This design comes from an exercise in tuning for small area and a short achievable clock period on the open sky130 flow, not from production work. The RTL was checked by simulation tests, not by an equivalence proof against the original design. The clock input has no modelled driver; a real chip could not lean on it and would need a root buffer or a full tree. Power and IR drop assume default switching activity.

## run 1
## syc_FIFO
module syc_FIFO #(
    parameter DATA_WIDTH = 32,
    parameter DEPTH      = 16
)(
    input                       wr_en,
    input                       rd_en,
    input      [DATA_WIDTH-1:0] wr_data,
    input                       clk,
    input                       rstb,
    output reg [DATA_WIDTH-1:0] rd_data,
    output reg                  full,
    output reg                  empty
);
Size in the first run: ~570 flip-flops, ~70 I/O pins, roughly 0.021 mm² of cells after synthesis.
clock: 3.0 ns
lec_check: 0
cap_margin: 20
core_margin: 2
core_utilization: 40
cts_cluster_diameter: 100
cts_cluster_size: 30
setup_slack_margin: 1.2
slew_margin: 20
run.sh (not shown) runs the stock make flow with config.mk's settings and CLKGATE_MAP_FILE= SYNTH_SCRIPT=/design/flow/synth_recipe.tcl, a recipe that flattens the netlist after the stock synthesis.
The final layout from run 1, which completed every stage, passed the timing, design-rule and antenna checks at the end of the flow.
> inputs changed (run 1 -> run 2)
Settings: a deleted CTS_CLUSTER_DIAMETER that had been 100; a deleted CTS_CLUSTER_SIZE that had been 30.
## What came out
- Going from run 1 to run 2, global router's overall resource usage +0.56 points, routed wire length +about 2.5%, total via count in the routed design grew by 197, data arrival at the endpoint of the critical path dropped 1.06 ns.
- Compare run 1 and run 2 | count of clock-net buffers in the final layout lower: run 1
- There was hardly any difference in timing-limited maximum frequency between run 2 and run 1.
- On routed wirelength normalized by instance count, run 1 and run 2 are basically level.
- Sequential share of cell area is higher on run 1
- Sort run 1 and run 2 by minimum hold slack, ascending, and run 2 comes first.
- A timing startpoint of the critical path of rd_sel[2] is what run 1 shows, while empty belongs to run 2.
- Area: run 2 vs run 1 -> run 2 larger
## Diff of input files: run 3 against run 2
Settings: changing SETUP_SLACK_MARGIN from 1.2 to 1.6.
### Flow results
Largest stage delay on the critical path, run 2 and run 3, higher one = run 2. Re count of clock-net buffers in the final layout: run 2 was higher than run 3. From run 3 to run 2, number of buffers inserted for hold repair after clock tree synthesis did not move at all. empty as the end point of the critical path was reported by run 2, and memory[5][25] by run 3. Register-to-register slack: run 3 < run 2.
Inputs modified between run 3 and run 4:
Settings: SETUP_SLACK_MARGIN no longer set, was 1.6.
--- outcome ---
- Run 3 reports its type of the tightest min-delay check as input pin to asynchronous set/reset pin while run 4 reports flop to flop.
- Run comparison: run 4 highest metal layer with signal wires met5; run 3 highest metal layer with signal wires met4
- Of run 4 and run 3, it is run 4 that has the higher sequential share of layout area.
- Summary of run 4 over run 3: share of total power in combinational logic -8.7 points, clock group share of total power +3.0 points.

========
== green ==
The RTL this note starts from:
==> flow/design.v <==
module syc_FIFO #(
    parameter DATA_WIDTH = 32,
    parameter DEPTH      = 16
)(
    input                       wr_en,
    input                       rd_en,
    input      [DATA_WIDTH-1:0] wr_data,
    input                       clk,
    input                       rstb,
    output reg [DATA_WIDTH-1:0] rd_data,
    output reg                  full,
    output wire                 empty
);
    localparam ADDR_WIDTH = $clog2(DEPTH);
    reg [DATA_WIDTH-1:0] memory [DEPTH-1:0];
    reg [DEPTH-1:0]      wr_sel, rd_sel;
    reg [ADDR_WIDTH-1:0] fill;
    reg                  not_empty;
    assign empty = ~not_empty;
    wire wr = wr_en & ~full;
    wire rd = rd_en & not_empty;
    wire one_word = (fill == 1);
    wire one_free = (fill == DEPTH - 1);
    wire up   = wr & ~rd;                         
    wire down = rd & ~wr;                         
    wire wr_load = full & rd_en;
    wire wr_step = wr_en & ~full & (rd_en | ~one_free);
    wire wr_hold = full ? ~rd_en : ~wr_en;
    wire rd_load = ~not_empty;
    wire rd_step = not_empty & rd_en;
    wire rd_hold = not_empty & ~rd_en;
    wire [DEPTH-1:0] wr_sel_next = ({DEPTH{wr_load}} & rd_sel)
                                 | ({DEPTH{wr_step}} & {wr_sel[DEPTH-2:0], wr_sel[DEPTH-1]})
                                 | ({DEPTH{wr_hold}} & wr_sel);
    wire [DEPTH-1:0] rd_sel_next = ({DEPTH{rd_load}} & wr_sel)
                                 | ({DEPTH{rd_step}} & {rd_sel[DEPTH-2:0], rd_sel[DEPTH-1]})
                                 | ({DEPTH{rd_hold}} & rd_sel);
    integer i;
    always @(posedge clk)
        for (i = 0; i < DEPTH; i = i + 1)
            if (wr_en & wr_sel[i]) memory[i] <= wr_data;
    reg [DATA_WIDTH-1:0] rd_word;
    always @* begin
        rd_word = {DATA_WIDTH{1'b0}};
        for (i = 0; i < DEPTH; i = i + 1)
            rd_word = rd_word | (memory[i] & {DATA_WIDTH{rd_sel[i]}});
    end
    always @(posedge clk)
        rd_sel <= rd_sel_next;
    always @(posedge clk or negedge rstb) begin
        if (!rstb) begin
            wr_sel    <= 1;
            fill      <= 0;
            rd_data   <= 0;
            full      <= 1'b0;
            not_empty <= 1'b0;
        end else begin
            if (rd) rd_data <= rd_word;
            wr_sel <= wr_sel_next;
            full      <= full ? ~rd_en : (wr_en & ~rd_en & one_free);
            not_empty <= not_empty ? ~(rd_en & ~wr_en & one_word) : wr_en;
            if (up)
                fill <= fill + 1'b1;
            else if (down)
                fill <= fill - 1'b1;
        end
    end
endmodule
Settings: LEC_CHECK=0, CAP_MARGIN=20, CORE_MARGIN=2, CORE_UTILIZATION=45, SETUP_SLACK_MARGIN=1.4, SLEW_MARGIN=20; clock period 3.0 ns.
standard.sh (not shown) runs the stock make flow with config.mk's settings and CLKGATE_MAP_FILE= SYNTH_SCRIPT=/design/flow/synth_recipe.tcl, a recipe that flattens the netlist after the stock synthesis.
==> flow/flow/run.sh <==
#!/bin/bash
# Standard ORFS layout (the standard.sh, synthesis unchanged) with:
#  - port buffers of a plain buffer cell instead of the one buffer_ports picks;
#  - a hand-built two-level clock tree (flow/pre_cts.tcl, flow/mancts.tcl)
#    in place of TritonCTS's three-level one;
#  - gate sizing not held to cells of the same footprint.
set -uo pipefail
here=$(pwd)
bash standard.sh \
  BUFFER_PORTS_ARGS="-buffer_cell sky130_fd_sc_hd__buf_2" \
  PRE_CTS_TCL="$here/flow/pre_cts.tcl" \
  MATCH_CELL_FOOTPRINT=0 \
  finish > flow_make.log 2>&1
Other scripts of this flow, unchanged in this note and not shown: flow/flow/mancts.tcl, flow/flow/pre_cts.tcl
green: done, clean on timing, DRC and antenna
## Diff of input files: purple against green
diff --git a/flow/config.mk b/flow/config.mk
--- a/flow/config.mk
+++ b/flow/config.mk
@@ -8,5 +8,5 @@
 export CAP_MARGIN = 20
 export CORE_MARGIN = 2
-export CORE_UTILIZATION = 45
-export SETUP_SLACK_MARGIN = 1.4
+export CORE_UTILIZATION = 40
+export SETUP_SLACK_MARGIN = 1.45
 export SLEW_MARGIN = 20
Results
Every stage of the flow completed for purple, and the final layout passed the timing, design-rule and antenna checks.
Between green and purple, the clock latency on the worst-skew pair does not differ in any meaningful way.
Per the comparison of purple with green, detailed-placement wirelength estimate went up 6.7%, overall routing resource usage went down.
From green to purple the numbers moved as follows: design area moved up, worst slack on hold paths decreased by 24 ps relative to the old numbers.
Compared with green, in purple aggregate routed wire length went up; sequential portion of the cell area went down.
purple reports its path type of the worst setup path as reg2reg while green reports reg2out.
No run of this note takes its clock network from TritonCTS; it comes from the design's own scripts or RTL.

re-timing with driven ports:
In the flow no input, the clock included, has a driving cell. The finished layouts below were timed again as built, in two steps. Step 1: set_driving_cell puts a clkbuf_16 on clk and a buf_2 on each other input, an assumption about the parent block. Step 2 moves the port delays by t, midway between the first and last clock arrival at a register: inputs arrive t later, outputs are due t later. That takes back most of the time a late clock gives input paths. a / b / c = ideal / step 1 / step 2; a / b = the first two.
run | shift t [ns] | setup slack, ns | worst register clock-pin slew, ns | worst slew at a driven data input, ns
run 1 | 0.613 | 1.147 / 1.114 / 0.646 | 0.12 / 0.12 | 0.05
run 2 | 0.657 | 1.145 / 1.090 / 0.654 | 0.06 / 0.06 | 0.05
run 3 | 0.676 | 1.055 / 1.055 / 0.440 | 0.07 / 0.07 | 0.07
run 4 | 0.657 | 0.692 / 0.637 / 0.450 | 0.06 / 0.06 | 0.10
green | 0.463 | 1.356 / 1.247 / 1.006 | 0.10 / 0.10 | 0.07
purple | 0.460 | 1.328 / 1.247 / 0.966 | 0.10 / 0.10 | 0.08
After both steps setup and hold are still met in every run listed. The setup slack of run 3, which loses most, moves by 0.000 ns with the drivers and by -0.615 ns with both steps.
